This is an optimization exercise on Yosys and OpenROAD, whose aim is small area, a short achievable clock period and few clock cycles, not a production implementation. Only simulation tests tie the RTL to the original design; equivalence was not proved. Power figures rest on the tool's default switching activity, not on a simulated workload.

run 1:
// Mips_core
module Mips_core( input clock , input reset ,
	output wire [31:0] imem_addr , input [31:0] imem_data ,
	output wire [6:0] dmem_addr , input [31:0] dmem_data ,
	output reg wb_valid , output reg [4:0] wb_reg , output reg [31:0] wb_data
    );
	reg [31:0] pc ;
	assign imem_addr = pc ;
	wire [31:0] ins = imem_data ;
	wire [5:0] op = ins[31:26] ;
	wire [5:0] fn = ins[5:0] ;
	wire [4:0] rs = ins[25:21] ;
	wire [4:0] rt = ins[20:16] ;
	wire [4:0] rd = ins[15:11] ;
	wire is_r    = (op == 6'b000000) ;
	wire is_lw   = (op == 6'b100011) ;
	wire is_addi = (op == 6'b001000) ;
	wire is_andi = (op == 6'b001100) ;
	wire is_ori  = (op == 6'b001101) ;
	wire is_beq  = (op == 6'b000100) ;
	wire is_j    = (op == 6'b000010) ;
	wire is_jal  = (op == 6'b000011) ;
	wire is_jr   = is_r & (fn == 6'b001000) ;
	wire same_rs_rt = (rs == rt) ;
	wire [31:0] simm = {{16{ins[15]}}, ins[15:0]} ;
	wire [31:0] zimm = {16'd0, ins[15:0]} ;
	reg [31:0] e_A , e_B , e_tgt ;
	reg [4:0] e_wreg ;
	reg e_we , e_beq ;
	reg e_neg , e_and , e_or , e_min , e_lw ;
	reg [6:0] d_addr ;
	wire [31:0] res ;
	wire redirect ;
	reg [31:0] bank [1:31] ;
	reg [31:0] rA , rB ;
	integer ri ;
	always @(*) begin
		rA = 32'd0 ;
		rB = 32'd0 ;
		for (ri = 1 ; ri < 32 ; ri = ri + 1) begin
			rA = rA | (bank[ri] & {32{rs == ri[4:0]}}) ;
			rB = rB | (bank[ri] & {32{rt == ri[4:0]}}) ;
		end
	end
	wire fwdA_sel = e_we & (e_wreg == rs) & (rs != 5'd0) ;
	wire fwdB_sel = e_we & (e_wreg == rt) & (rt != 5'd0) ;
	wire [31:0] fA = fwdA_sel ? res : rA ;
	wire [31:0] fB = fwdB_sel ? res : rB ;
	wire [31:0] pc1 , br_tgt ;
	adder32 pc_inc ( pc , 32'd0 , 1'b1 , pc1 , ) ;
	adder32 br_add ( pc , simm , 1'b1 , br_tgt , ) ;
	wire [6:0] lw_addr ;
	adder32 #(7, 3) da_add ( rA[6:0] , ins[6:0] , 1'b0 , lw_addr , ) ;
	wire stall = is_lw & fwdA_sel ;
	wire r_sub = (fn == 6'b100010) ;
	wire r_and = (fn == 6'b100100) | (fn == 6'b001100) ;
	wire r_or  = (fn == 6'b100101) | (fn == 6'b001101) ;
	wire r_min = (fn == 6'b101010) ;
	wire dec_we = (is_r & ~is_jr) | is_lw | is_addi | is_andi | is_ori | is_jal ;
	always @(posedge clock or posedge reset) begin
		if (reset) begin
			e_we <= 1'b0 ;
			e_beq <= 1'b0 ;
			d_addr <= 7'd0 ;
		end
		else begin
			e_we <= dec_we & ~redirect & ~stall ;
  ...
Size in the first run: ~4700 cells after synthesis, ~1200 flip-flops, about 140 I/O pins.
export LEC_CHECK = 0
export CAP_MARGIN = 20
export CORE_MARGIN = 2
export CORE_UTILIZATION = 40
export PLACE_DENSITY = 0.6
export SLEW_MARGIN = 20
create_clock -name core_clock -period 9.0 [get_ports {clock}]
standard.sh (not shown) runs the stock make flow with config.mk's settings and CLKGATE_MAP_FILE= SYNTH_SCRIPT=/design/flow/synth_recipe.tcl, a recipe that flattens the netlist after the stock synthesis.
==> flow/flow/run.sh <==
#!/bin/bash
# The standard layout (standard.sh: unchanged synthesis, the design's clock
# and constraints), with two settings changed for the later steps:
#  - the port buffers are buf_4 cells instead of the default delay buffers.
# Each step's full output goes to its own log file in this folder.
set -euo pipefail
MARGIN=5.5
sed "s|CLKGATE_MAP_FILE= |CLKGATE_MAP_FILE= SETUP_SLACK_MARGIN=$MARGIN 'BUFFER_PORTS_ARGS=-buffer_cell sky130_fd_sc_hd__buf_4' |" standard.sh > standard_tuned.sh
bash standard.sh synth > synth.log 2>&1
bash standard_tuned.sh floorplan > floorplan.log 2>&1
bash standard_tuned.sh place > place.log 2>&1
bash standard_tuned.sh cts > cts.log 2>&1
bash standard_tuned.sh route > route.log 2>&1
bash standard_tuned.sh finish > finish.log 2>&1
test -f out/final.def
Both conditions hold for run 1: the flow ran to the end and the final layout passed the timing, design-rule and antenna checks.
Testbench counts of run 1, summed over its fixed seeds: cycles 26,702.
> inputs changed (run 1 -> run 2)
- PLACE_DENSITY: 0.6 -> 0.68
- CORE_UTILIZATION: 40 -> 52
diff --git a/flow/flow/run.sh b/flow/flow/run.sh
--- a/flow/flow/run.sh
+++ b/flow/flow/run.sh
@@ -3,2 +3,3 @@
-# and constraints), with two settings changed for the later steps:
-#  - the port buffers are buf_4 cells instead of the default delay buffers.
+# and constraints), with some settings changed for the later steps:
+#  - the port buffers are buf_4 cells instead of the default delay buffers;
+#  - the clock tree is built from clkbuf_8 cells.
@@ -7,2 +8,2 @@
-MARGIN=5.5
-sed "s|CLKGATE_MAP_FILE= |CLKGATE_MAP_FILE= SETUP_SLACK_MARGIN=$MARGIN 'BUFFER_PORTS_ARGS=-buffer_cell sky130_fd_sc_hd__buf_4' |" standard.sh > standard_tuned.sh
+MARGIN=5
+sed "s|CLKGATE_MAP_FILE= |CLKGATE_MAP_FILE= SETUP_SLACK_MARGIN=$MARGIN 'BUFFER_PORTS_ARGS=-buffer_cell sky130_fd_sc_hd__buf_4' 'CTS_BUF_LIST=sky130_fd_sc_hd__clkbuf_8' |" standard.sh > standard_tuned.sh
## What came out
Compared with run 1, run 2 degrades worst setup slack. Going from run 1 to run 2, relative contribution of the clock network to total power grows by 2.8 points. From run 1 to run 2 the numbers moved as follows: buffer depth of the longest clock path barely changed, relative area of clock buffers and inverters in the final design now sits higher, worst supply voltage drop on vdd went down by about 12%, final total power moved down.
#### Input delta (run 3 over run 2)
- an added SETUP_SLACK_MARGIN of 5
- a change of PLACE_DENSITY from 0.68 to 0.6
- a change of CORE_UTILIZATION from 52 to 40
==> flow/run.sh (new file) <==
#!/bin/bash
# synth_recipe.tcl (not shown) runs the flow's synth.tcl, then flattens the netlist and writes it again
# the make line also repeats each setting of config.mk as NAME=value (left out here)
make -C /OpenROAD-flow-scripts/flow DESIGN_CONFIG=/design/flow/config.mk WORK_HOME=/design/flow/orfs CLKGATE_MAP_FILE= SYNTH_SCRIPT=/design/flow/synth_recipe.tcl finish
removed: flow/flow/run.sh
removed: flow/standard.sh
==> comparison <==
- Note that the non-clock buffer count in the final layout recorded for run 3 amounts to 1.09 times the value seen in run 2.
- Run 3 against run 2: power share of the combinational group moved up; maximum frequency moved up.
- Summary — design area, run 3 relative to run 2: higher, by about 4%.
Changes in run 4 relative to run 3:
- SETUP_SLACK_MARGIN no longer set, was 5
Diff run 3 -> run 4: length of routed met3 wiring fell by 6.4 mm; proportion of cell area occupied by registers now sits higher; detailed route wirelength on metal2 shows a reduction of about 2.4%. | routed wire length | run 4 vs run 3 | 18 mm lower |. For run 3, the cell with the biggest individual delay on the critical path was a222oi_1, unlike run 4, where it was nor2_4. In the flow results for run 3 and run 4, the wire length of the first global-routing pass is larger on run 3. Compare run 3 and run 4 | via count higher: run 3. Looking at the reports, run 4 completed the entire flow and the layout it produced met the timing, design-rule and antenna checks. Net count reported at finish was lower in run 4 than in run 3.
> inputs changed (run 4 -> run 5)
==> flow/flow/run.sh (new file) <==
#!/bin/bash
# The standard layout (standard.sh: unchanged synthesis, the design's clock
# and constraints), with some settings changed for the later steps:
#  - the port buffers are buf_4 cells instead of the default delay buffers;
#  - the clock tree is built from clkbuf_8 cells.
# Each step's full output goes to its own log file in this folder.
set -euo pipefail
MARGIN=5
sed "s|CLKGATE_MAP_FILE= |CLKGATE_MAP_FILE= SETUP_SLACK_MARGIN=$MARGIN 'BUFFER_PORTS_ARGS=-buffer_cell sky130_fd_sc_hd__buf_4' 'CTS_BUF_LIST=sky130_fd_sc_hd__clkbuf_8' |" standard.sh > standard_tuned.sh
bash standard.sh synth > synth.log 2>&1
bash standard_tuned.sh floorplan > floorplan.log 2>&1
bash standard_tuned.sh place > place.log 2>&1
bash standard_tuned.sh cts > cts.log 2>&1
bash standard_tuned.sh route > route.log 2>&1
bash standard_tuned.sh finish > finish.log 2>&1
test -f out/final.def
==> flow/standard.sh (new file) <==
#!/bin/bash
# synth_recipe.tcl (not shown) runs the flow's synth.tcl, then flattens the netlist and writes it again
# the make line also repeats each setting of config.mk as NAME=value (left out here)
make -C /OpenROAD-flow-scripts/flow DESIGN_CONFIG=/design/flow/config.mk WORK_HOME=/design/flow/orfs CLKGATE_MAP_FILE= SYNTH_SCRIPT=/design/flow/synth_recipe.tcl "${@:-finish}"
removed: flow/run.sh
==> comparison <==
- For run 4 and run 5, there was not a single run that failed to finish clean.
- Per the comparison of run 5 with run 4, post-route fraction of the period consumed by the critical path fell by 21 points, count of nets after finishing rose by 210, core utilization climbed 1.4 points, worst clock skew +0.025 ns.
- Compared with run 4, in run 5 multi-input gate share of the layout cell area increased by 0.44 points relative to the old numbers; slack of the critical path grew by 1.90 ns.

re-timing with driven ports:
The results above use ideal ports. As a check the final layouts listed here were re-extracted and re-timed, cells and wires unchanged. Step 1 (the two cells are an assumption about what drives the block):
set clk [get_ports {clock}]
set_driving_cell -lib_cell sky130_fd_sc_hd__clkbuf_16 $clk
set_driving_cell -lib_cell sky130_fd_sc_hd__buf_2 [delete_from_list [all_inputs] $clk]
Step 2, shift: input delay + t, output delay - t, t = (earliest + latest rising clock arrival at the registers) / 2. This alone moves slack from input paths to output paths. Slacks: ideal / step 1 / step 2; pairs: ideal / step 1.
| run | t, ns | setup slack, ns | pins driven straight from the clock port |
|---|---|---|---|
| run 1 | 0.869 | 4.870 / 4.826 / 3.957 | 1 |
| run 2 | 0.991 | 4.801 / 4.778 / 3.787 | 1 |
| run 3 | 0.865 | 4.825 / 4.876 / 4.011 | 1 |
| run 4 | 0.871 | 2.976 / 3.026 / 2.155 | 1 |
| run 5 | 1.032 | 4.871 / 4.923 / 3.890 | 1 |
After both steps every run listed still meets setup and hold. For run 2, which loses most, drivers alone change the setup slack by -0.023 ns; drivers and shift together by -1.014 ns.
